This is an optimization exercise on Yosys and OpenROAD, whose aim is small area, not a production implementation.
Function was checked by simulation only, so behaviour that the tests miss may differ from the original.
No driver is modelled on the clock port, so clocking that relies on it looks cheaper here than on a real chip.
Power is estimated from default activity; no workload was simulated.

--- flow/flow/run.sh ---
#!/bin/bash
set -euo pipefail
here=$(pwd)
export BUFFER_PORTS_ARGS="-buffer_cell sky130_fd_sc_hd__buf_1"
export PRE_CTS_TCL=$here/flow/pre_cts.tcl
export CTS_ARGS="-clk_nets clk"
export CLKBUF_CELL=${CLKBUF_CELL:-sky130_fd_sc_hd__clkbuf_16}
export CLKBUF_N=${CLKBUF_N:-1}
bash standard.sh > standard.log 2>&1
--- flow/flow/clkbuf.tcl ---
# Clock tree: CTS_ARGS limits TritonCTS to the clk port net, which then
# has too few sinks to build anything, so this is the whole tree.
# Drive the register clock pins through NBUF clock buffers fed by the clk port.
# Sinks are split into NBUF groups of nearby registers (sorted by x, then y).
set block [ord::get_db_block]
set master [[ord::get_db] findMaster $::env(CLKBUF_CELL)]
set nbuf $::env(CLKBUF_N)
set clknet [$block findNet clk]
set sinks {}
foreach it [$clknet getITerms] {
  set loc [[$it getInst] getLocation]
  lappend sinks [list [lindex $loc 0] [lindex $loc 1] $it]
}
set sinks [lsort -integer -index 0 $sinks]
set n [llength $sinks]
for {set b 0} {$b < $nbuf} {incr b} {
  set lo [expr {($b * $n) / $nbuf}]
  set hi [expr {(($b + 1) * $n) / $nbuf - 1}]
  set grp [lrange $sinks $lo $hi]
  set net [odb::dbNet_create $block clknet_$b]
  $net setSigType CLOCK
  set inst [odb::dbInst_create $block $master clkbuf_$b]
  set sx 0; set sy 0
  foreach s $grp {
    set sx [expr {$sx + [lindex $s 0]}]; set sy [expr {$sy + [lindex $s 1]}]
    set it [lindex $s 2]
    $it disconnect
    $it connect $net
  }
  [$inst findITerm A] connect $clknet
  [$inst findITerm X] connect $net
  $inst setLocation [expr {$sx / [llength $grp]}] [expr {$sy / [llength $grp]}]
  $inst setPlacementStatus PLACED
  puts "clock buffer clkbuf_$b ([$master getName]) drives [llength $grp] sinks"
}
--- flow/flow/downsize.tcl ---
set db [ord::get_db]
set block [ord::get_db_block]
set lib_masters {}
foreach lib [$db getLibs] {
  foreach m [$lib getMasters] { lappend lib_masters $m }
}
proc cell_area {m} { expr {[$m getWidth] * [$m getHeight]} }
set dont_use [split $::env(DONT_USE_CELLS)]
set saved 0
foreach inst [$block getInsts] {
  set m [$inst getMaster]
  set name [$m getName]
  if {![regexp {^(sky130_fd_sc_hd__[a-z0-9]+)_([0-9]+)$} $name -> base drive]} { continue }
  if {[regexp {df|edf|sdf|dl|clk|buf|tap|fill|decap|conb|ha$|fa$} $base]} { continue }
  set best $m
  foreach c $lib_masters {
    set cn [$c getName]
    if {![regexp "^${base}_\[0-9\]+\$" $cn]} { continue }
    if {[lsearch -exact $dont_use $cn] >= 0} { continue }
    if {[cell_area $c] < [cell_area $best]} { set best $c }
  }
  if {$best ne $m} {
    puts "downsize [$inst getName]: $name -> [$best getName]"
    replace_cell [$inst getName] [$best getName]
  }
}
--- flow/flow/pre_cts.tcl ---
# PRE_CTS hook: downsize logic, then build the clock tree by hand.
source [file dirname [info script]]/downsize.tcl
source [file dirname [info script]]/clkbuf.tcl
--- flow/standard.sh ---
#!/bin/bash
# synth_recipe.tcl (not shown) runs the flow's synth.tcl, then flattens the netlist and writes it again
# the make line also repeats each setting of config.mk as NAME=value (left out here)
make -C /OpenROAD-flow-scripts/flow DESIGN_CONFIG=/design/flow/config.mk WORK_HOME=/design/flow/orfs CLKGATE_MAP_FILE= SYNTH_SCRIPT=/design/flow/synth_recipe.tcl "${@:-finish}"
--- flow/config.mk ---
export PLATFORM = sky130hd
export DESIGN_NAME = uart_top
export DESIGN_NICKNAME = uart_top
export VERILOG_FILES = /design/flow/design.v
export SDC_FILE = /design/flow/constraint.sdc
export NUM_CORES = 4
export LEC_CHECK = 0
export CAP_MARGIN = 20
export CORE_AREA = 2.3 2.72 59.8 59.84
export DIE_AREA = 0 0 62 62
export PLACE_DENSITY = 0.85
export SLEW_MARGIN = 20
--- flow/constraint.sdc ---
create_clock -name core_clock -period 10.0 [get_ports {clk}]
set_input_delay 2.0000 -clock core_clock [delete_from_list [all_inputs] [get_ports {clk}]]
set_output_delay 2.0000 -clock core_clock [all_outputs]
set_load 0.01 [all_outputs]
--- flow/design.v ---
module uart_top #(parameter clk_freq=1000000, baudrate=9600)
				(input clk,
				input reset,
				input newd,
				input [7:0] din,
				input rx,
				output tx,
				output done_tx,
				output done_rx,
				output [7:0] dout);
	reg [6:0] s;
	reg fb;
	always @* case ({s[6], s[5], s[3], s[1]})
		4'd0: fb = 1'b0;
		4'd1: fb = 1'b1;
		4'd2: fb = 1'b1;
		4'd3: fb = 1'b1;
		4'd4: fb = 1'b0;
		4'd5: fb = 1'b0;
		4'd6: fb = 1'b0;
		4'd7: fb = 1'b1;
		4'd8: fb = 1'b1;
		4'd9: fb = 1'b0;
		4'd10: fb = 1'b0;
		4'd11: fb = 1'b0;
		4'd12: fb = 1'b1;
		4'd13: fb = 1'b1;
		4'd14: fb = 1'b1;
		4'd15: fb = 1'b0;
	endcase
	wire tick = !s[0] & !s[1] & !s[2] & s[4] & s[5];
	always @(posedge clk)
		if (!reset) s <= 7'd34;
		else s <= {s[5:0], fb};
	reg [3:0] t;
	reg [7:0] temp;
	wire t_rdy = !t[3] && !t[0];
	wire [3:0] t_nx;
	assign t_nx[0] = t_rdy ? newd : !t[0];
	assign t_nx[1] = t_rdy | (t[1] ^ t[0]);
	assign t_nx[2] = t_rdy | (t[2] ^ (t[1] & t[0]));
	assign t_nx[3] = !(t_rdy | (t[3] & t[2] & t[1] & t[0]));
	always @(posedge clk) begin
		if (!reset) t <= 4'd6;
		else if (tick) begin
			t <= t_nx;
		end
		if (t_rdy) temp <= din;
	end
	assign tx = t[3] ? temp[t[2:0]] : !t[0];
	assign done_tx = !t[3] && !t[1];
	reg [3:0] r;
	reg [7:0] d;
	wire r_rdy = !r[3] && r[0];
	wire [3:0] r_nx;
	assign r_nx[0] = r_rdy ? rx : !r[0];
	assign r_nx[1] = r_rdy ? rx : r[1] ^ r[0];
	assign r_nx[2] = !r_rdy & (r[2] ^ (r[1] & r[0]));
	assign r_nx[3] = r_rdy ? !rx : r[3] & !(r[2] & r[1] & r[0]);
	always @(posedge clk) begin
		if (!reset) begin
			r <= 4'd3;
			d <= 8'd0;
		end else if (tick) begin
			r <= r_nx;
			if (r_rdy) d <= 8'd0;
			else if (r[3]) d <= {rx, d[7:1]};
		end
	end
	assign dout = d;
	assign done_rx = !r[3] && r[0] && !r[1];
endmodule
==> impl_metrics.ini, run 1 <==
[layout]
nets = 145
layout.cells.non_filler = 175
seq_area_um2 = 700.7
fin_area_mm2 = 0.001314
fill_cells = 332
syn_to_final_growth_pct = 10.06
diodes = 0
drive_above_1_share_pct = 3.101
multi_input_area_um2 = 436.7

[pwr]
leakage_nw = 0.4613
power-per-cell-area_mw_per_mm2 = 144.3
p_total_uw = 189.5
vdd_ir_drop_max_v = 0.00006798

[clock_tree]
clk_pin_slew_ps = 110
cts_resized = 0
clkLatencyLatePin_ps = 170
postCtsSetupBuffers = 0
ctsHoldBuffers = 0

[place]
place_area_mm2 = 0.001315
numPortBuffers = 22
gp_congestion = 0.7207
placedCellCount = 174
post-dp-hpwl_um = 1382

[synth]
synth.distinct_cells = 33
netlist_area_mm2 = 0.001194
yosysWarnings = 1
ys_seq_elements = 31
postSynthAreaPerCell_um2 = 10.95
synth_async_sr_flop_share_pct = 0
syn-num-nets = 123
synth_edf_count = 8
syn_inst = 109
synth_top_area_share_pct = 38.57
netlist_top_cells_area = dfxtp_1, edfxtp_1, mux4_2
ys.flop_type = dfxtp_1
synth-seq-area-share_pct = 58.70
synth_top_area_cell = dfxtp_1

[flow_run]
maxCapViolCount = 0

[sta]
skew_ps = 4.615
hold_viol = 0
totalNegativeSetupSlack_ps = 0
slew_headroom_pct = 47.01
rsz0062_at_grt = false
tightest_slew_ps = 792.0
period_needed_ps = 3542
finalHoldWorstSlack_ps = 455.9
max_freq_mhz = 282.3
setup_violations = 0
period_share_pct = 35.42
drv_slew = 0

[grt]
grt_util_all_layers_pct = 10.42
grt_first_pass_wirelength_um = 3236
grt_overflow = 0
grt_max_degree = 32
grt_antenna_before_repair = 0
first_global_vias = 735

[route]
vias_per_cell = 4.657
routed_wl_um = 1866
vias = 815
drt_iter0_markers = 50
drc = 0
drtAntennaViolNets = 0
wl_per_cell_um = 10.66
drt_pass1_iterations = 2

[floorplanning]
dieArea_mm2 = 0.003844
fp.coreArea_mm2 = 0.003284
num_rows = 21
die_w_um = 62
start_util_pct = 36.34
io-pin-count = 23
die_h_um = 62

[critical_path]
cp.arrival_ps = 1540
cp_slowest_cell = mux4_2
critPathKind = reg2out
worstPathCellList = mux4_2 > nor3b_1 > a21oi_1 > buf_1
critPathLaunch = t[1]
critPathLaunchType = register
critPathRequiredTime_ps = 8000
timing.rr.start = s[1]
critPathCaptureType = output port
worstPathMaxFanout = 6
cpPeakStageDelay_ps = 530

[worst_hold_path]
min_path_type = reg2reg
hp-start = s[0]

[run_status]
status = finished clean
[path summary, 6_finish.rpt]
| kind | to | cells after the start | slack (ps) |
|---|---|---|---|
| max | tx | 4 | 6460 |
| min | s[1] | 1 | 460 |
| max reg2reg | d[5] | 4 | 8270 |
| min reg2reg | s[1] | 1 | 460 |
[cell usage in the layout, fill, tap and decap left out, drive strengths merged, types with 2 or more instances in the layout]
cell    synthesis  routed
dfxtp          23      23
buf             1      22
nand2          14      14
nor2           12      12
edfxtp          8       8
o22ai           7       7
o21ai           6       6
a21oi           5       5
and2            4       4
nand2b          3       3
inv             3       3
mux4            2       2
nor3            2       2
ha              2       2
[routing by layer]
metal  vias up  global-route usage [%]  routed length (um)
li1        430                       -                   -
met1       374                   14.95                 911
met2         9                   18.15                 898
met3         2                  0.6211                  39
met4         0                  0.6079                  16
met5         -                       0                   0
[through the flow]
stage,setup WS (ps),utilization (%)
final,6458,40.00
after global routing,6360,40.00
after CTS,6658,40.00
after detailed placement,6665,40.04
after global placement,6698,40.04
after floorplan,6816,-
[sequential cells by signal, indices dropped and copies added (netlist names), named ones only]
name	count
d	8
temp	8
s	7
r	4
t	3
[logic make-up (layout without fill, tap and decap cells)]
group	after synthesis	after routing	synth area share, %
AO/OA/AOI/OAI	22	22	10.90
XOR/XNOR	1	1	0.7339
adder cells (fa/ha/maj)	3	3	2.935
buffers and inverters	6	26	2.516
flip-flops	31	31	58.70
multiplexers	3	3	4.612
AND/OR/NAND/NOR	43	43	19.60
[final cells by class]
| class | count | area share [%] |
|---|---|---|
| inverter | 3 | 0.8571 |
| multi-input combinational | 72 | 33.24 |
| sequential | 31 | 53.33 |
| timing repair buffer | 22 | 6.286 |
| tap | 46 | 4.381 |
| buffer | 1 | 1.905 |
[report_power, final]
| group | total, mW | switching, mW | internal, mW |
|---|---|---|---|
| sequential | 0.134 | 0.00159 | 0.132 |
| clock | 0.0476 | 0.0290 | 0.0186 |
| combinational | 0.00792 | 0.00400 | 0.00392 |
[critical path: cells and delay by family, from the launching register on]
| family | cells | cell delay, ps |
|---|---|---|
| buf+inv | 1 | 130 |
| compound gates | 1 | 60 |
| simple gates | 1 | 190 |
| flops | 1 | 470 |
| mux | 1 | 530 |
[cell usage after synthesis, drive strengths merged, types with 2 or more instances]
| cell | number |
|---|---|
| dfxtp | 23 |
| nor3 | 2 |
| mux4 | 2 |
| a21oi | 5 |
| nand2 | 14 |
| nor2 | 12 |
| nand2b | 3 |
| clkbuf | 2 |
| o21ai | 6 |
| o22ai | 7 |
| and2 | 4 |
| edfxtp | 8 |
| inv | 3 |
| ha | 2 |
==> run 2, diff against run 1 <==
--- a/flow/design.v
+++ b/flow/design.v
@@ -33,21 +33,11 @@
 		if (!reset) s <= 7'd34;
 		else s <= {s[5:0], fb};
-	reg [3:0] t;
-	reg [7:0] temp;
-	wire t_rdy = !t[3] && !t[0];
-	wire [3:0] t_nx;
-	assign t_nx[0] = t_rdy ? newd : !t[0];
-	assign t_nx[1] = t_rdy | (t[1] ^ t[0]);
-	assign t_nx[2] = t_rdy | (t[2] ^ (t[1] & t[0]));
-	assign t_nx[3] = !(t_rdy | (t[3] & t[2] & t[1] & t[0]));
-	always @(posedge clk) begin
-		if (!reset) t <= 4'd6;
-		else if (tick) begin
-			t <= t_nx;
-		end
-		if (t_rdy) temp <= din;
-	end
-	assign tx = t[3] ? temp[t[2:0]] : !t[0];
-	assign done_tx = !t[3] && !t[1];
+	reg [9:0] sr;
+	wire t_rdy = ~|sr[9:1];
+	always @(posedge clk)
+		if (!reset) sr <= 10'd0;
+		else if (tick) sr <= (t_rdy && newd) ? {1'b1, din, 1'b0} : {1'b0, sr[9:1]};
+	assign tx = sr[0] | t_rdy;
+	assign done_tx = sr[0] & t_rdy;
 	reg [3:0] r;
 	reg [7:0] d;
==> run 2 against run 1 <==
  * Highest routed layer unchanged
  * First-iteration DRC count up 110%
  * Largest cell class unchanged
  * Sequential cell count decreased by 2
  * Still clean
  * Critical path depth unchanged
  * Via count up 5.2%
  * Global-route usage is 0.82 points lower
  * Sequential share of layout area is 8.2 points lower
  * Synthesized cell count up 4.6%
==> impl_metrics.ini, run 2 <==
[critical_path]
critPathKind = reg2out
r2r_slack_ps = 8180
path_buf_inv = 1
cp_slowest_cell = or4_1
cp_top_family = simple AND/OR/NAND/NOR gates
worstPathCellList = or4_1 > nor3_1 > and2_0 > buf_1
critPathCaptureType = output port
critPathRequiredTime_ps = 8000
r2r-end = sr[6]
cpPeakStageDelay_ps = 560
critPathLaunchType = register
timing.rr.start = sr[5]
cp.arrival_ps = 1640
r2r_cells = 4
worstPathMaxFanout = 3

[route]
wl_per_cell_um = 10.61
drt_pass1_iterations = 4
routed_wl_um = 1888
drt_iter0_markers = 103
vias_per_cell = 4.815
vias = 857
drc = 0
drtAntennaViolNets = 0

[pwr]
power-per-cell-area_mw_per_mm2 = 135.4
leakage_nw = 0.4857
seq_power_share_pct = 68.4
p_total_uw = 174.1
p_sw_share_pct = 19.36
vdd_ir_drop_max_v = 0.00007922
switchingPower_uw = 33.72
pwr-share-clk_pct = 26.5
intPower_uw = 140.4
p_comb_share_pct = 5.1

[floorplanning]
io-pin-count = 23
dieArea_mm2 = 0.003844
die_h_um = 62
num_rows = 21
fp.coreArea_mm2 = 0.003284
start_util_pct = 35.47
die_w_um = 62

[layout]
layout.cells.non_filler = 178
multi_input_area_um2 = 524.3
largest_register_ffs = 10
nets = 147
reg.largest.list = sr: 10 flops, d: 8 flops, s: 7 flops
final_common_cell = dfxtp_1
drive_above_1_share_pct = 9.848
syn_to_final_growth_pct = 10.42
fin_util_pct = 39.16
fin_area_mm2 = 0.001286
diodes = 0
top_register = sr
final_cell_mix = dfxtp_1, buf_1, nand2_1
fill_cells = 330
seq_area_um2 = 580.6

[worst_hold_path]
worstHoldPathCells = 1
hold_end = s[1]
hp-start = s[0]
min_path_type = reg2reg

[sta]
period_share_pct = 36.43
setup_violations = 0
slew_headroom_pct = 65.56
skew_ps = 2.301
period_needed_ps = 3643
drv_slew = 0
totalNegativeSetupSlack_ps = 0
rsz0062_at_grt = false
finalHoldWorstSlack_ps = 437.3
max_freq_mhz = 274.5
worst_slack_ps = 6357
tightest_slew_ps = 516.6
hold_viol = 0

[synth]
netlist_top_cells_area = dfxtp_1, mux2_2, a22o_2
postSynthAreaPerCell_um2 = 10.22
synth.distinct_cells = 38
synth-seq-area-share_pct = 49.84
yosysWarnings = 1
synth_top_area_cell = dfxtp_1
ys_top_cells_by_count = dfxtp_1, nand2_1, o22ai_1, a22o_2, mux2_2
netlist_area_mm2 = 0.001165
ys_seq_elements = 29
syn_inst = 114
synth_edf_count = 0
synth_async_sr_flop_share_pct = 0
syn-num-nets = 127
yosysMostFrequentCell = dfxtp_1
synth_top_area_share_pct = 49.84
ys.flop_type = dfxtp_1

[flow_run]
maxCapViolCount = 0

[place]
gp_congestion = 0.7665
place_area_mm2 = 0.001272
pre_cts_ws_ps = 6394
placedCellCount = 176
post-dp-hpwl_um = 1365
numPortBuffers = 22

[grt]
grt_antenna_before_repair = 0
grt_util_all_layers_pct = 9.595
grt_overflow = 0
grt_max_degree = 32
grt_first_pass_wirelength_um = 2953
first_global_vias = 685

[clock_tree]
ctsHoldBuffers = 0
postCtsSetupBuffers = 0
cts_resized = 0
clkLatencyLatePin_ps = 160
clk_pin_slew_ps = 100

[run_status]
status = finished clean
[run 2: changes by cell type in the layout (fill, tap and decap cells not counted), moves of 3 or more]
cell	delta
dfxtp_1	+6
o21ai_0	-3
a21oi_1	-4
mux2_2	+6
nor2_1	-8
edfxtp_1	-8
a22o_1	+7
[run 2: cell type report]
| class | count | area share (%) |
|---|---|---|
| inverter | 2 | 0.5837 |
| buffer | 1 | 1.946 |
| sequential | 29 | 45.14 |
| multi-input combinational | 77 | 40.76 |
| timing repair buffer | 23 | 7.101 |
| tap | 46 | 4.475 |
[run 2: cell families after synthesis]
| family | share of synthesized area (%) |
|---|---|
| flops | 49.84 |
| simple gates | 19.44 |
| buf+inv | 3.436 |
| fa+ha+maj | 1.933 |
| compound gates | 16.11 |
| xor+xnor | 0.7520 |
| mux | 8.485 |
[run 2: worst max path at each step]
stage          start       to  slack [ps]  depth (start not counted)
6_report       sr[5]  done_tx        6360                          4
3_3_place_gp   reset    sr[2]        6400                          3
5_1_grt        sr[5]  done_tx        6190                          4
2_1_floorplan  sr[5]  done_tx        6820                          3
4_1_cts        reset    sr[8]        6390                          3
3_5_place_dp   reset    sr[5]        6390                          3
[run 2: routing by layer]
metal  vias up  track usage, %  part of all wire (%)
met5         -               0                     0
met4         0           1.216                   1.2
met3         2          0.4141                   3.9
met2        14           16.22                    44
met1       394           13.91                    51
li1        447               -                     -
[run 2: power groups by stage]
stage / Sequential (mW) / Combinational (mW) / Clock [mW]
2_1_floorplan: 0.121 / 0.00633 / 0
3_3_place_gp: 0.122 / 0.00887 / 0
3_5_place_dp: 0.122 / 0.00907 / 0
4_1_cts: 0.122 / 0.00892 / 0.0357
5_1_grt: 0.120 / 0.0101 / 0.0523
6_report: 0.119 / 0.00892 / 0.0461
==> run 3, diff against run 2 <==
--- a/flow/flow/downsize.tcl
+++ b/flow/flow/downsize.tcl
@@ -1,2 +1,9 @@
+# Swap each logic cell for the smallest-area cell of the same family
+# (sky130_fd_sc_hd__<func>_<drive>); timing slack is several ns, so the
+# drive strengths ABC chose for speed are not needed. A swap is undone if
+# the cell's output slew would exceed MAX_SLEW_NS (placement parasitics),
+# so that repair_design does not have to buffer the net afterwards.
+# Flip-flops and buffers are left alone.
+set max_slew 0.5
 set db [ord::get_db]
 set block [ord::get_db_block]
@@ -6,6 +13,14 @@
 }
 proc cell_area {m} { expr {[$m getWidth] * [$m getHeight]} }
+proc out_slew {iname} {
+  set worst 0
+  foreach p [get_pins -of_objects [get_cells $iname] -filter "direction==output"] {
+    set s [get_property $p slew_max]
+    if {$s > $worst} { set worst $s }
+  }
+  return $worst
+}
 set dont_use [split $::env(DONT_USE_CELLS)]
-set saved 0
+estimate_parasitics -placement
 foreach inst [$block getInsts] {
   set m [$inst getMaster]
@@ -20,7 +35,15 @@
     if {[cell_area $c] < [cell_area $best]} { set best $c }
   }
-  if {$best ne $m} {
-    puts "downsize [$inst getName]: $name -> [$best getName]"
-    replace_cell [$inst getName] [$best getName]
+  if {$best eq $m} { continue }
+  set iname [$inst getName]
+  replace_cell $iname [$best getName]
+  estimate_parasitics -placement
+  set s [out_slew $iname]
+  if {$s > $max_slew} {
+    replace_cell $iname $name
+    estimate_parasitics -placement
+    puts "keep $iname: $name (slew [format %.3f $s] ns as [$best getName])"
+  } else {
+    puts "downsize $iname: $name -> [$best getName] (slew [format %.3f $s] ns)"
   }
 }
==> run 3 against run 2 <==
  * Power hardly changed
  * Die area unchanged
  * Maximum frequency increased by 0.11%
  * Combinational power decreased by 0.6%
  * Critical path type unchanged
  * Largest cell class unchanged
  * Highest routed layer unchanged
==> impl_metrics.ini, run 3 <==
[run_status]
status = finished clean

[clock_tree]
cts_resized = 0
ctsHoldBuffers = 0
clkLatencyLatePin_ps = 160
clk_pin_slew_ps = 100
postCtsSetupBuffers = 0

[synth]
ys_seq_elements = 29
syn-num-nets = 127
synth-seq-area-share_pct = 49.84
netlist_area_mm2 = 0.001165
synth_top_area_cell = dfxtp_1
ys.flop_type = dfxtp_1
yosysMostFrequentCell = dfxtp_1
synth_edf_count = 0
ys_top_cells_by_count = dfxtp_1, nand2_1, o22ai_1, a22o_2, mux2_2
synth_top_area_share_pct = 49.84
yosysWarnings = 1
postSynthAreaPerCell_um2 = 10.22
synth_async_sr_flop_share_pct = 0
syn_inst = 114
netlist_top_cells_area = dfxtp_1, mux2_2, a22o_2
synth.distinct_cells = 38

[floorplanning]
die_h_um = 62
num_rows = 21
die_w_um = 62
io-pin-count = 23
dieArea_mm2 = 0.003844
fp.coreArea_mm2 = 0.003284
start_util_pct = 35.47

[sta]
tightest_slew_ps = 875.7
period_share_pct = 36.39
skew_ps = 2.305
totalNegativeSetupSlack_ps = 0
drv_slew = 0
slew_headroom_pct = 41.30
rsz0062_at_grt = false
max_freq_mhz = 274.8
period_needed_ps = 3639
finalHoldWorstSlack_ps = 437.3
hold_viol = 0
setup_violations = 0
worst_slack_ps = 6361

[worst_hold_path]
hold_end = s[1]
min_path_type = reg2reg
worstHoldPathCells = 1
hp-start = s[0]

[grt]
met1_usage_pct = 14.03
grt_util_all_layers_pct = 9.595
first_global_vias = 681
grt_first_pass_wirelength_um = 2953
use_met2_pct = 16.07
grt_antenna_before_repair = 0
grt_max_degree = 32
use_met3_pct = 0.4141
top_usage_layer = met2
grt_overflow = 0

[place]
placedCellCount = 176
pre_cts_ws_ps = 6394
gp_congestion = 0.7665
numPortBuffers = 22
post-dp-hpwl_um = 1365

[layout]
diodes = 0
syn_to_final_growth_pct = 9.775
final_common_cell = dfxtp_1
reg.largest.list = sr: 10 flops, d: 8 flops, s: 7 flops
drive_above_1_share_pct = 9.160
final_cell_mix = dfxtp_1, buf_1, nand2_1
largest_register_ffs = 10
top_register = sr
layout.cells.non_filler = 177
nets = 146

[critical_path]
r2r_cells = 4
worstPathMaxFanout = 3
critPathKind = reg2out
critPathLaunchType = register
cpPeakStageDelay_ps = 560
r2r-end = r[3]
timing.rr.start = s[2]
r2r_slack_ps = 8000
critPathRequiredTime_ps = 8000
cp.arrival_ps = 1640
worstPathCellList = or4_1 > nor3_1 > and2_0 > buf_1
critPathCaptureType = output port
cp_slowest_cell = or4_1

[route]
wl_per_cell_um = 10.65
vias_per_cell = 4.831
drt_pass1_iterations = 4
drt_iter0_markers = 85
vias = 855
drtAntennaViolNets = 0
routed_wl_um = 1885
drc = 0

[pwr]
power-per-cell-area_mw_per_mm2 = 136.2
leakage_nw = 0.4803
vdd_ir_drop_max_v = 0.00007928
p_total_uw = 174.1

[flow_run]
maxCapViolCount = 0
-- run 3: changes by cell type in the layout (fill, tap and decap cells not counted), sizes merged --
cell / delta
buf: -1
-- run 3: critical path, delay by kind of cell (launching register included) --
| kind | cells | cell delay, ps |
|---|---|---|
| and+or+nand+nor | 3 | 1000 |
| DFF | 1 | 330 |
| buffers and inverters | 1 | 150 |
-- run 3: layout make-up --
class / instances / area (um^2)
fillers: 329 / 2006
inverters: 2 / 7.507
flip-flops and latches: 29 / 580.6
well taps: 46 / 57.56
multi-input cells: 77 / 524.3
plain buffers: 1 / 25.02
repair buffers: 22 / 83.83
-- run 3: cell families (layout without fill, tap and decap cells) --
kind of cell / Yosys count / in the layout / share of synthesized area (%)
buffers and inverters: 8 / 25 / 3.436
AOI/OAI and AO/OA: 25 / 25 / 16.11
and+or+nand+nor: 40 / 40 / 19.44
xor gates and xnor gates: 1 / 1 / 0.7520
muxes: 9 / 9 / 8.485
adders and majority gates: 2 / 2 / 1.933
DFF: 29 / 29 / 49.84
-- run 3: how the worst max path moves through the flow --
stage,start,to,slack (ps),cells after the start
global placement,reset,sr[2],6400,3
global route,sr[5],done_tx,6190,4
CTS,reset,sr[8],6390,3
detailed placement,reset,sr[5],6390,3
floorplan,sr[5],done_tx,6820,3
finish,sr[5],done_tx,6360,4
-- run 3: layer usage --
layer	share of wire [%]	routed length [um]
met1	51	955
met2	44	832
met3	3.9	73
met4	1.2	23
met5	0	0
-- run 3: where the power goes --
part / internal [mW] / switching (mW)
combinational: 0.00413 / 0.00474
sequential: 0.118 / 0.00138
clock: 0.0185 / 0.0276
-- run 3: stage by stage --
| stage | utilization, % | area, um^2 |
|---|---|---|
| after floorplan | - | 1165 |
| after global placement | 38.74 | 1272 |
| after detailed placement | 38.74 | 1272 |
| after CTS | 38.90 | 1277 |
| after global routing | 38.93 | 1279 |
| final | 38.93 | 1279 |
==> run 4, diff against run 3 <==
==> flow/flow/run.sh (replaced) <==
#!/bin/bash
set -euo pipefail
here=$(pwd)
export BUFFER_PORTS_ARGS="-buffer_cell sky130_fd_sc_hd__buf_1"
export PRE_CTS_TCL=$here/flow/pre_cts.tcl
export CTS_ARGS="-clk_nets clk"
export CLKBUF_CELL=${CLKBUF_CELL:-sky130_fd_sc_hd__buf_12}
export CLKBUF_N=${CLKBUF_N:-1}
bash standard.sh > standard.log 2>&1
==> run 4 against run 3 <==
  * Global-route usage decreased by 0.081 points
  * Area after synthesis did not move
  * Sequential power about the same
  * Worst hold slack improved by 0.57 ps
  * Die area did not move
  * Critical path depth unchanged
  * Synthesized cell count did not move
==> impl_metrics.ini, run 4 <==
[critical_path]
worstPathCellList = or4_1 > nor3_1 > and2_0 > buf_1
critPathLaunchType = register
critPathRequiredTime_ps = 8000
worstPathMaxFanout = 3
critPathCaptureType = output port
cp_slowest_cell = or4_1
critPathKind = reg2out
cp.arrival_ps = 1610
cpPeakStageDelay_ps = 560

[place]
gp_congestion = 0.7665
pre_cts_ws_ps = 6394
post-dp-hpwl_um = 1365
numPortBuffers = 22

[floorplanning]
dieArea_mm2 = 0.003844
die_h_um = 62
num_rows = 21
io-pin-count = 23
start_util_pct = 35.47
die_w_um = 62
fp.coreArea_mm2 = 0.003284

[layout]
final_cell_mix = dfxtp_1, buf_1, nand2_1
top_register = sr
final_common_cell = dfxtp_1
nets = 146
fin_util_pct = 38.78
drive_above_1_share_pct = 9.160
largest_register_ffs = 10
syn_to_final_growth_pct = 9.345
reg.largest.list = sr: 10 flops, d: 8 flops, s: 7 flops
fill_cells = 329
diodes = 0

[clock_tree]
clkLatencyLatePin_ps = 140
cts_resized = 0
postCtsSetupBuffers = 0
ctsHoldBuffers = 0
clk_pin_slew_ps = 110

[sta]
skew_ps = 3.517
period_share_pct = 36.11
max_freq_mhz = 277.0
drv_slew = 0
slew_headroom_pct = 40.37
period_needed_ps = 3611
hold_viol = 0
finalHoldWorstSlack_ps = 437.9
tightest_slew_ps = 889.6
worst_slack_ps = 6389
rsz0062_at_grt = false
totalNegativeSetupSlack_ps = 0
setup_violations = 0

[synth]
yosysMostFrequentCell = dfxtp_1
ys.flop_type = dfxtp_1
netlist_area_mm2 = 0.001165
syn_inst = 114
ys_top_cells_by_count = dfxtp_1, nand2_1, o22ai_1, a22o_2, mux2_2
synth_top_area_cell = dfxtp_1
ys_seq_elements = 29
synth_top_area_share_pct = 49.84
synth_edf_count = 0
postSynthAreaPerCell_um2 = 10.22
syn-num-nets = 127
synth_async_sr_flop_share_pct = 0
netlist_top_cells_area = dfxtp_1, mux2_2, a22o_2
synth-seq-area-share_pct = 49.84
yosysWarnings = 1
synth.distinct_cells = 38

[run_status]
status = finished clean

[route]
vias_per_cell = 4.904
drt_iter0_markers = 80
drt_pass1_iterations = 4
vias = 868
routed_wl_um = 1869
drc = 0
drtAntennaViolNets = 0
wl_per_cell_um = 10.56

[grt]
grt_util_all_layers_pct = 9.514
grt_overflow = 0
grt_first_pass_wirelength_um = 2932
grt_max_degree = 32
grt_antenna_before_repair = 0
first_global_vias = 688

[worst_hold_path]
min_path_type = reg2reg

[pwr]
power-per-cell-area_mw_per_mm2 = 134.8
vdd_ir_drop_max_v = 0.00007914
p_total_uw = 171.7
leakage_nw = 0.4773

[flow_run]
maxCapViolCount = 0
run 4: changes by cell type in the layout (fill, tap and decap cells not counted), sizes merged:
cell / previous run / this run
buf: 21 / 22
clkbuf: 2 / 1
run 4: worst paths after layout:
check	start	depth (start not counted)	slack (ps)	endpoint
worst max-delay path	sr[5]	4	6390	done_tx
worst min-delay path	s[0]	1	440	s[1]
worst max register to register	s[2]	4	8000	r[3]
worst min register to register	s[0]	1	440	s[1]
run 4: worst max-delay path: cells and delay by family (launching register included):
family,cells,cell delay (ps)
buf+inv,1,150
flops,1,330
simple gates,3,990
run 4: metal layers:
layer	routed length (um)	part of all wire, %	GRT usage [%]	up-vias
li1	-	-	-	447
met1	941	50	13.42	403
met2	829	44	16.52	16
met5	0	0	0	-
met3	74	4.0	0.4141	2
met4	23	1.2	1.216	0
run 4: through the flow:
step / area (um^2) / std cells
6_report: 1274 / 177
5_1_grt: 1274 / 177
3_3_place_gp: 1272 / 176
2_1_floorplan: 1165 / 114
4_1_cts: 1272 / 177
3_5_place_dp: 1272 / 176
run 4: final cells by class:
type	count	area, um^2	area share, %
tap	46	57.56	4.519
timing repair buffer	22	83.83	6.582
multi-input combinational	77	524.3	41.16
sequential	29	580.6	45.58
inverter	2	7.507	0.5894
buffer	1	20.02	1.572
run 4: logic make-up after synthesis:
kind of cell / synth area share [%]
xor gates and xnor gates: 0.7520
muxes: 8.485
buffers and inverters: 3.436
DFF: 49.84
AOI/OAI and AO/OA: 16.11
and+or+nand+nor: 19.44
adders and majority gates: 1.933
run 4: power breakdown:
part	leakage [nW]	switching, mW	internal [mW]
clock	0.00940	0.0275	0.0163
sequential	0.236	0.00135	0.118
combinational	0.232	0.00473	0.00412
==> run 5, diff against run 4 <==
--- a/flow/design.v
+++ b/flow/design.v
@@ -35,7 +35,11 @@
 	reg [9:0] sr;
 	wire t_rdy = ~|sr[9:1];
+	wire ld = tick & t_rdy & newd;
 	always @(posedge clk)
 		if (!reset) sr <= 10'd0;
-		else if (tick) sr <= (t_rdy && newd) ? {1'b1, din, 1'b0} : {1'b0, sr[9:1]};
+		else begin
+			if (tick) sr <= {1'b0, sr[9:1]};
+			if (ld) sr <= {1'b1, din, 1'b0};
+		end
 	assign tx = sr[0] | t_rdy;
 	assign done_tx = sr[0] & t_rdy;
--- a/flow/flow/run.sh
+++ b/flow/flow/run.sh
@@ -7,3 +7,23 @@
 export CLKBUF_CELL=${CLKBUF_CELL:-sky130_fd_sc_hd__buf_12}
 export CLKBUF_N=${CLKBUF_N:-1}
+
+bash standard.sh synth > synth.log 2>&1
+
+res=$here/orfs/results/${FLOW_PLATFORM}/uart_top/base
+cp $res/1_2_yosys.v $here/standard_1_2_yosys.v
+export REOPT_LIB=$FLOW_HOME/platforms/sky130hd/lib/sky130_fd_sc_hd__tt_025C_1v80.lib
+export REOPT_TOP=$FLOW_TOP
+export REOPT_IN=$here/standard_1_2_yosys.v
+export REOPT_OUT=$here/reopt_1_2_yosys.v
+export REOPT_STAT=$here/reopt_stat.txt
+export REOPT_SECONDS=${REOPT_SECONDS:-20}
+export EQ_GOLD=$REOPT_IN
+export EQ_GATE=$REOPT_OUT
+if yosys -c flow/reopt.tcl > reopt.log 2>&1 && yosys -c flow/equiv.tcl > equiv.log 2>&1; then
+  echo "using the re-optimised netlist" > reopt_used.txt
+  cp $REOPT_OUT $res/1_2_yosys.v
+else
+  echo "re-optimisation failed or not proved equivalent: standard netlist kept" > reopt_used.txt
+fi
+
 bash standard.sh > standard.log 2>&1
==> flow/flow/equiv.tcl (new file) <==
# Check that two netlists with the same flip-flops (by instance name) are
# equivalent: the flip-flop outputs are matched by name and the logic
# between them is proved equal (equiv_simple, then induction).
yosys -import
set lib $::env(REOPT_LIB)
foreach {f tag} [list $::env(EQ_GOLD) gold $::env(EQ_GATE) gate] {
  design -reset
  read_liberty -ignore_miss_func $lib
  read_verilog $f
  hierarchy -top $::env(REOPT_TOP)
  flatten
  delete t:\$scopeinfo
  opt_clean
  yosys rename -hide w:_*_ w:*.*
  yosys rename $::env(REOPT_TOP) $tag
  design -stash $tag
}
design -reset
design -copy-from gold -as gold gold
design -copy-from gate -as gate gate
equiv_make gold gate equiv
hierarchy -top equiv
async2sync
equiv_simple -seq 2
equiv_induct -seq 2
equiv_status -assert
==> flow/flow/reopt.tcl (new file) <==
# Re-optimise the combinational logic of the standard synthesis netlist.
# The flip-flops stay as they are (same instances, names and cell types):
# they are made black boxes, every other cell is flattened into gates, and
# ABC maps those gates again for area with a much longer search than the
# standard synthesis uses. Reads REOPT_IN, writes REOPT_OUT.
yosys -import
set lib $::env(REOPT_LIB)
read_liberty -ignore_miss_func $lib
read_verilog $::env(REOPT_IN)
hierarchy -top $::env(REOPT_TOP)
blackbox sky130_fd_sc_hd__df* sky130_fd_sc_hd__edf* sky130_fd_sc_hd__sdf*
flatten
yosys rename -hide w:*.*
delete t:\$scopeinfo
opt_clean
opt
set script "+strash;&get,-n;&deepsyn,-T,$::env(REOPT_SECONDS);&put;dch,-f;&get,-n;&nf,-R,1000;&put;topo;dnsize"
abc -liberty $lib -dont_use *probe* -dont_use *lpflow* -script $script
# cell interfaces again (hierarchy dropped the unused ones), for the checks
read_liberty -lib -overwrite -ignore_miss_func $lib
opt_clean -purge
hilomap -singleton -hicell sky130_fd_sc_hd__conb_1 HI -locell sky130_fd_sc_hd__conb_1 LO
splitnets
opt_clean -purge
insbuf -buf sky130_fd_sc_hd__buf_1 A X
check -assert
tee -o $::env(REOPT_STAT) stat -liberty $lib
write_verilog -noattr -nohex -nodec $::env(REOPT_OUT)
==> run 5 against run 4 <==
  * Routed wire length down 2.5%
  * Register-to-register slack lost 670 ps
  * Cell area fell by 9.4%
  * Highest routed layer unchanged
  * Via count decreased by 9.7%
  * Maximum frequency shrank 9.0%
  * Still clean on timing, DRC and antenna
  * Clock skew barely moved
  * Sequential power barely moved
  * First-iteration DRC count fell by 46%
==> impl_metrics.ini, run 5 <==
[sta]
rsz0062_at_grt = false
hold_viol = 0
period_share_pct = 39.67
skew_ps = 3.256
period_needed_ps = 3967
slew_headroom_pct = 37.92
setup_violations = 0
tightest_slew_ps = 924.0
totalNegativeSetupSlack_ps = 0
max_freq_mhz = 252.1
drv_slew = 0

[critical_path]
timing.rr.start = s[5]
critPathLaunch = reset
critPathRequiredTime_ps = 10050
cp.arrival_ps = 4010
critPathCaptureType = register
cp_top_family = simple AND/OR/NAND/NOR gates
critPathKind = in2reg
critPathLaunchType = input port
r2r_cells = 8
worstPathCellList = buf_1 > nand2b_1 > nor2_1 > nand2_1 > o21ai_0 > nor3_1 > or2_0 > a21o_1
cp_slowest_cell = nor2_1
path_depth = 8
cpPeakStageDelay_ps = 600
path_buf_inv = 1
worstPathMaxFanout = 13

[clock_tree]
ctsHoldBuffers = 0
clkLatencyLatePin_ps = 140
clk_pin_slew_ps = 110
cts_resized = 0
postCtsSetupBuffers = 0

[route]
wl_per_cell_um = 11.05
drtAntennaViolNets = 0
vias = 784
vias_per_cell = 4.752
drt_iter0_markers = 43
drc = 0
routed_wl_um = 1823
drt_pass1_iterations = 4

[grt]
grt_first_pass_wirelength_um = 2842
first_global_vias = 646
grt_antenna_before_repair = 0
grt_overflow = 0
grt_util_all_layers_pct = 9.285
grt_max_degree = 30

[layout]
fin_util_pct = 35.12
reg.largest.list = sr: 10 flops, d: 8 flops, s: 7 flops
syn_to_final_growth_pct = 16.12
diodes = 0
seq_area_um2 = 580.6
largest_register_ffs = 10
multi_input_area_um2 = 371.6
top_register = sr
final_common_cell = dfxtp_1
final_cell_mix = dfxtp_1, buf_1, clkinv_1
nets = 133
fill_cells = 339
drive_above_1_share_pct = 0.8403

[floorplanning]
io-pin-count = 23
num_rows = 21
start_util_pct = 30.25
die_w_um = 62
fp.coreArea_mm2 = 0.003284
dieArea_mm2 = 0.003844
die_h_um = 62

[synth]
yosysWarnings = 1
postSynthAreaPerCell_um2 = 10.35
syn-num-nets = 108
netlist_area_um2 = 993.5
syn_inst = 96

[worst_hold_path]
worstHoldPathCells = 1
min_path_type = reg2reg
hp-start = s[4]

[run_status]
status = finished clean

[place]
numPortBuffers = 22
post-dp-hpwl_um = 1371
gp_congestion = 0.7763

[pwr]
power-per-cell-area_mw_per_mm2 = 147.3
vdd_ir_drop_max_v = 0.00007690
leakage_nw = 0.4382

[flow_run]
maxCapViolCount = 0
==> run 5: per-stage QoR <==
| step | hold WS, ps | instances | setup slack, ps | total power [mW] | cell area (um^2) |
|---|---|---|---|---|---|
| 2_1_floorplan | 401.5 | 96 | 6486 | 0.1250 | 993.5 |
| 3_3_place_gp | 430.0 | 164 | 5974 | 0.1280 | 1134 |
| 3_5_place_dp | 430.7 | 164 | 5853 | 0.1282 | 1134 |
| 4_1_cts | 435.8 | 165 | 5843 | 0.1622 | 1154 |
| 5_1_grt | 506.6 | 165 | 5802 | 0.1758 | 1154 |
| 6_report | 454.7 | 165 | 6033 | 0.1700 | 1154 |
==> run 5: report_power, final <==
group,internal [mW],switching (mW)
registers,0.117,0.00101
clock network,0.0163,0.0281
logic,0.00285,0.00421
==> run 5: final timing paths <==
check	to	slack, ps
hold reg to reg	s[5]	450
setup reg to reg	r[3]	7330
hold / removal	s[5]	450
setup / recovery	r[3]	6030
==> run 5: final cells by class <==
type	instances	share of cell area, %
timing repair buffer	22	7.158
sequential	29	50.33
tap	46	4.989
multi-input combinational	56	32.21
buffer	1	1.735
inverter	11	3.579
==> run 5: per-layer routing <==
| metal | up-vias | global-route usage, % | share of wire, % |
|---|---|---|---|
| met4 | 0 | 0.9119 | 1.4 |
| met3 | 2 | 0.8282 | 3.8 |
| met2 | 16 | 15.77 | 48 |
| met1 | 368 | 13.28 | 46 |
| li1 | 398 | - | - |
| met5 | - | 0 | 0 |
==> run 6, diff against run 5 <==
--- a/flow/design.v
+++ b/flow/design.v
@@ -9,5 +9,6 @@
 				output done_rx,
 				output [7:0] dout);
-	reg [6:0] s;
+	reg [6:0] q;
+	wire [6:0] s = q ^ 7'd21;
 	reg fb;
 	always @* case ({s[6], s[5], s[3], s[1]})
@@ -31,6 +32,6 @@
 	wire tick = !s[0] & !s[1] & !s[2] & s[4] & s[5];
 	always @(posedge clk)
-		if (!reset) s <= 7'd34;
-		else s <= {s[5:0], fb};
+		if (!reset) q <= 7'd55;	 
+		else q <= {s[5:0], fb} ^ 7'd21;
 	reg [9:0] sr;
 	wire t_rdy = ~|sr[9:1];
==> run 6 against run 5 <==
  * Still clean on timing, DRC and antenna
  * Via count shrank 3.7%
  * Worst setup slack gained 180 ps
  * Die area is the same
  * Global-route usage is essentially flat
  * Cell count shrank 2.4%
  * Sequential power is essentially flat
  * Power shrank 0.76%
==> impl_metrics.ini, run 6 <==
[run_status]
status = finished clean

[sta]
period_share_pct = 37.86
drv_slew = 0
max_freq_mhz = 264.1
hold_viol = 0
setup_violations = 0
slew_headroom_pct = 53.81
worst_slack_ps = 6214
period_needed_ps = 3786
tightest_slew_ps = 691.4
skew_ps = 2.327
totalNegativeSetupSlack_ps = 0
rsz0062_at_grt = false

[pwr]
leakage_nw = 0.4310
pwr-share-clk_pct = 26.0
p_comb_share_pct = 3.8
switchingPower_uw = 32.35
vdd_ir_drop_max_v = 0.00005871
intPower_uw = 136.3
power-per-cell-area_mw_per_mm2 = 147.6
p_sw_share_pct = 19.18
seq_power_share_pct = 70.2

[floorplanning]
io-pin-count = 23
die_h_um = 62
start_util_pct = 29.68
fp.coreArea_mm2 = 0.003284
die_w_um = 62
dieArea_mm2 = 0.003844
num_rows = 21

[layout]
seq_area_um2 = 580.6
drive_above_1_share_pct = 1.739
multi_input_area_um2 = 364.1
syn_to_final_growth_pct = 17.20
final_common_cell = dfxtp_1
largest_register_ffs = 10
fill_cells = 341
reg.largest.list = sr: 10 flops, d: 8 flops, q: 6 flops
nets = 129
final_cell_mix = dfxtp_1, buf_1, nand2_1, a22o_1
diodes = 0
top_register = sr

[route]
drt_iter0_markers = 61
drtAntennaViolNets = 0
met1Wirelength_um = 879
wl_met2_um = 719
routed_wl_um = 1703
wl_met3_um = 104
vias = 755
drc = 0
drt_pass1_iterations = 6
vias_per_cell = 4.689
wl_per_cell_um = 10.58
routed.top_layer = met3

[synth]
netlist_area_um2 = 974.7
syn-num-nets = 103
postSynthAreaPerCell_um2 = 10.71
syn_inst = 91
yosysWarnings = 1

[place]
gp_congestion = 0.7288
pre_cts_ws_ps = 6083
numPortBuffers = 22
post-dp-hpwl_um = 1280

[grt]
grt_antenna_before_repair = 0
grt_first_pass_wirelength_um = 2870
grt_util_all_layers_pct = 9.320
grt_max_degree = 30
first_global_vias = 651
grt_overflow = 0

[critical_path]
critPathKind = in2reg
critPathLaunchType = input port
cp.arrival_ps = 3830
critPathCaptureType = register
worstPathMaxFanout = 15
critPathRequiredTime_ps = 10040

[clock_tree]
postCtsSetupBuffers = 0
clkLatencyLatePin_ps = 140
ctsHoldBuffers = 0
cts_resized = 0
clk_pin_slew_ps = 110

[flow_run]
maxCapViolCount = 0

[worst_hold_path]
min_path_type = reg2reg
## run 6: worst paths after layout
check / startpoint / to / slack, ps / cells past startpoint
worst max register to register: q[2] / d[6] / 7960 / 6
worst max-delay path: reset / d[6] / 6210 / 7
worst min-delay path: q[3] / q[4] / 380 / 1
worst min register to register: q[3] / q[4] / 380 / 1
## run 6: power groups by stage
stage	sequential [mW]	combinational [mW]	clock, mW
4_1_cts	0.121	0.00641	0.0339
3_3_place_gp	0.121	0.00637	0
5_1_grt	0.119	0.00734	0.0486
3_5_place_dp	0.121	0.00651	0
6_report	0.118	0.00636	0.0438
2_1_floorplan	0.121	0.00338	0
## run 6: worst max-delay path: stages
cell	delay [ps]
buf_1	290
nand2_1	120
nor4bb_1	310
buf_4	250
and2_0	390
nor2_1	230
a22o_1	230
## run 6: metal layers
| layer | vias up | global-route usage, % |
|---|---|---|
| li1 | 390 | - |
| met1 | 346 | 15.03 |
| met2 | 19 | 14.14 |
| met3 | 0 | 0.8282 |
| met4 | 0 | 0.3040 |
| met5 | - | 0 |
## run 6: layout make-up
type                       count  share of cell area [%]
tap                           46                   5.038
sequential                    29                   50.82
multi-input combinational     54                   31.87
inverter                       8                   2.629
buffer                         1                   1.752
timing repair buffer          23                   7.886
## run 6: through the flow
| step | std cells | total power [mW] | utilization, % | hold slack (ps) | area (um^2) |
|---|---|---|---|---|---|
| 2_1_floorplan | 91 | 0.1242 | - | 350.4 | 974.7 |
| 3_3_place_gp | 160 | 0.1276 | 34.36 | 353.2 | 1129 |
| 3_5_place_dp | 160 | 0.1278 | 34.36 | 359.9 | 1129 |
| 4_1_cts | 161 | 0.1615 | 34.78 | 361.2 | 1142 |
| 5_1_grt | 161 | 0.1746 | 34.78 | 406.0 | 1142 |
| 6_report | 161 | 0.1687 | 34.78 | 382.7 | 1142 |
==> run 7, diff against run 6 <==
--- a/flow/flow/run.sh
+++ b/flow/flow/run.sh
@@ -15,12 +15,24 @@
 export REOPT_TOP=$FLOW_TOP
 export REOPT_IN=$here/standard_1_2_yosys.v
-export REOPT_OUT=$here/reopt_1_2_yosys.v
-export REOPT_STAT=$here/reopt_stat.txt
-export REOPT_SECONDS=${REOPT_SECONDS:-20}
-export EQ_GOLD=$REOPT_IN
-export EQ_GATE=$REOPT_OUT
-if yosys -c flow/reopt.tcl > reopt.log 2>&1 && yosys -c flow/equiv.tcl > equiv.log 2>&1; then
-  echo "using the re-optimised netlist" > reopt_used.txt
-  cp $REOPT_OUT $res/1_2_yosys.v
+export REOPT_SECONDS=${REOPT_SECONDS:-30}
+# four seeds in parallel; keep the smallest result that is proved equivalent
+best=""; best_area=""
+for seed in 1 2 3 4; do
+  ( export REOPT_SEED=$seed REOPT_OUT=$here/reopt_$seed.v REOPT_STAT=$here/reopt_stat_$seed.txt
+    yosys -c flow/reopt.tcl > reopt_$seed.log 2>&1 ) &
+done
+wait || true
+for seed in 1 2 3 4; do
+  [[ -s reopt_stat_$seed.txt && -s reopt_$seed.v ]] || continue
+  if EQ_GOLD=$REOPT_IN EQ_GATE=$here/reopt_$seed.v yosys -c flow/equiv.tcl > equiv_$seed.log 2>&1; then
+    area=$(awk '/Chip area/ {print $NF}' reopt_stat_$seed.txt)
+    if [[ -z "$best" ]] || awk -v a="$area" -v b="$best_area" 'BEGIN {exit !(a < b)}'; then
+      best=$seed; best_area=$area
+    fi
+  fi
+done
+if [[ -n "$best" ]]; then
+  echo "using the re-optimised netlist of seed $best (area $best_area)" > reopt_used.txt
+  cp $here/reopt_$best.v $res/1_2_yosys.v
 else
   echo "re-optimisation failed or not proved equivalent: standard netlist kept" > reopt_used.txt
--- a/flow/flow/reopt.tcl
+++ b/flow/flow/reopt.tcl
@@ -3,5 +3,6 @@
 # they are made black boxes, every other cell is flattened into gates, and
 # ABC maps those gates again for area with a much longer search than the
-# standard synthesis uses. Reads REOPT_IN, writes REOPT_OUT.
+# standard synthesis uses (ABC's &deepsyn, seeded by REOPT_SEED).
+# Reads REOPT_IN, writes REOPT_OUT.
 yosys -import
 set lib $::env(REOPT_LIB)
@@ -15,5 +16,5 @@
 opt_clean
 opt
-set script "+strash;&get,-n;&deepsyn,-T,$::env(REOPT_SECONDS);&put;dch,-f;&get,-n;&nf,-R,1000;&put;topo;dnsize"
+set script "+strash;&get,-n;&deepsyn,-T,$::env(REOPT_SECONDS),-S,$::env(REOPT_SEED);&put;dch,-f;&get,-n;&nf,-R,1000;&put;topo;dnsize"
 abc -liberty $lib -dont_use *probe* -dont_use *lpflow* -script $script
 # cell interfaces again (hierarchy dropped the unused ones), for the checks
==> run 7 against run 6 <==
  * First-iteration DRC count up 13%
  * Global-route usage down 1.0 points
  * Sequential share of layout area down 0.11 points
  * Highest routed layer is now met4
  * Die area unchanged
  * Via count up 1.5%
  * Combinational power up 7.4%
  * Clock power down 3%
  * Synthesized cell count up 3.3%
  * Critical path depth unchanged
  * Sequential power about the same
  * Still clean
==> impl_metrics.ini, run 7 <==
[sta]
tightest_slew_ps = 702.6
period_share_pct = 37.47
hold_viol = 0
setup_violations = 0
skew_ps = 3.957
rsz0062_at_grt = false
period_needed_ps = 3747
drv_slew = 0
slew_headroom_pct = 53.07
max_freq_mhz = 266.9
totalNegativeSetupSlack_ps = 0
worst_slack_ps = 6253

[synth]
yosysWarnings = 1
syn-num-nets = 106
syn_inst = 94
netlist_area_um2 = 977.2
postSynthAreaPerCell_um2 = 10.40

[clock_tree]
clkLatencyLatePin_ps = 140
postCtsSetupBuffers = 0
ctsHoldBuffers = 0
clk_pin_slew_ps = 100
cts_resized = 0

[layout]
diodes = 0
final_cell_mix = dfxtp_1, buf_1, nand2_1, clkinv_1, a22o_1
nets = 132
reg.largest.list = sr: 10 flops, d: 8 flops, q: 6 flops
top_register = sr
largest_register_ffs = 10
fill_cells = 343
fin_util_pct = 34.86
syn_to_final_growth_pct = 17.16
final_common_cell = dfxtp_1
drive_above_1_share_pct = 1.695

[route]
vias = 766
drt_pass1_iterations = 4
drtAntennaViolNets = 0
wl_per_cell_um = 9.915
routed_wl_um = 1626
drt_iter0_markers = 69
drc = 0
vias_per_cell = 4.671

[floorplanning]
die_h_um = 62
fp.coreArea_mm2 = 0.003284
dieArea_mm2 = 0.003844
io-pin-count = 23
die_w_um = 62
num_rows = 21
start_util_pct = 29.75

[critical_path]
cp.arrival_ps = 3780
critPathRequiredTime_ps = 10040
cpPeakStageDelay_ps = 380
path_buf_inv = 2
worstPathCellList = buf_1 > nand2_1 > nor4bb_1 > buf_4 > and2_0 > nor2_1 > a22o_1
r2r_slack_ps = 8010
cp_slowest_cell = and2_0
worstPathMaxFanout = 16
critPathKind = in2reg
cp_top_family = simple AND/OR/NAND/NOR gates
critPathLaunchType = input port
critPathCaptureType = register

[flow_run]
maxCapViolCount = 0

[pwr]
vdd_ir_drop_max_v = 0.00006788
power-per-cell-area_mw_per_mm2 = 146.8
leakage_nw = 0.4320

[place]
numPortBuffers = 22
pre_cts_ws_ps = 6108
gp_congestion = 0.7631

[worst_hold_path]
min_path_type = reg2reg

[grt]
grt_util_all_layers_pct = 8.298
grt_overflow = 0
grt_antenna_before_repair = 0
first_global_vias = 658
grt_max_degree = 30
grt_first_pass_wirelength_um = 2559

[run_status]
status = finished clean
[run 7: metrics by stage]
step / instance area (um^2) / total power [mW] / instances / hold WS (ps)
after global placement: 1131 / 0.1281 / 163 / 357.8
after detailed placement: 1131 / 0.1284 / 163 / 366.1
after global routing: 1145 / 0.1756 / 164 / 398.5
after CTS: 1145 / 0.1621 / 164 / 366.1
after floorplan: 977.2 / 0.1247 / 94 / 350.4
final: 1145 / 0.1681 / 164 / 387.5
[run 7: routing by layer]
metal  up-vias  GRT usage, %  wire length [um]
met5         -             0                 0
met4         0        0.6079                 6
met3         2         1.242               142
met2        25         14.73               661
met1       346         11.06               817
li1        393             -                 -
[run 7: layout make-up]
type	count	area, um^2	area share [%]
Sequential cell	29	580.6	50.71
Tap cell	46	57.56	5.027
Timing Repair Buffer	23	90.09	7.869
Multi-Input combinational cell	55	359.1	31.37
Inverter	10	37.54	3.279
Buffer	1	20.02	1.749
[run 7: worst reg2reg max path: cells and delay by family (launching register included)]
kind | cells | cell delay (ps)
flip-flops | 1 | 350
buffers and inverters | 1 | 260
AND/OR/NAND/NOR | 4 | 1060
AO/OA/AOI/OAI | 1 | 220
[run 7: power breakdown]
part           switching, mW  total, mW  leakage, nW  internal, mW
registers            0.00108      0.119        0.236         0.117
clock network         0.0264     0.0427      0.00940        0.0163
logic                0.00410    0.00683        0.187       0.00274
total                 0.0315      0.168        0.432         0.137
[run 7: final timing paths]
path | depth (start not counted) | end | from
worst max-delay path | 7 | d[0] | reset
worst min-delay path | 1 | q[0] | fb
worst max register to register | 6 | d[0] | q[2]
worst min register to register | 1 | q[0] | fb

## separate check: timing with driven ports
Ports are ideal in the flow. The routed layouts listed here were re-timed in OpenROAD.
Step 1 sets driving cells, clkbuf_16 on the clock port and buf_2 on the other inputs (assumed; they add their load-dependent delay and slew).
Step 2 also shifts input and output timing later by t, the mid clock arrival at the registers, as if the neighbouring blocks saw the same clock.
Three values: ideal ports, drivers, drivers and shift; two values: the first two.
| run | t (ns) | setup slack, ns | hold WS [ns] | worst setup path at the end |
|---|---|---|---|---|
| run 1 | 0.193 | 6.458 / 6.430 / 6.623 | 0.456 / 0.456 / 0.456 | register to output |
| run 2 | 0.192 | 6.357 / 6.326 / 6.518 | 0.437 / 0.437 / 0.437 | register to output |
| run 3 | 0.192 | 6.361 / 6.330 / 6.522 | 0.437 / 0.437 / 0.437 | register to output |
| run 4 | 0.169 | 6.389 / 6.357 / 6.526 | 0.438 / 0.438 / 0.438 | register to output |
| run 5 | 0.169 | 6.033 / 6.034 / 5.865 | 0.455 / 0.455 / 0.455 | input to register |
| run 6 | 0.165 | 6.214 / 6.214 / 6.049 | 0.383 / 0.383 / 0.383 | input to register |
| run 7 | 0.163 | 6.253 / 6.259 / 6.096 | 0.387 / 0.387 / 0.387 | input to register |
After both steps setup and hold are still met in every run listed. For run 5, which loses most, drivers alone change the setup slack by +0.001 ns; drivers and shift together by -0.168 ns.
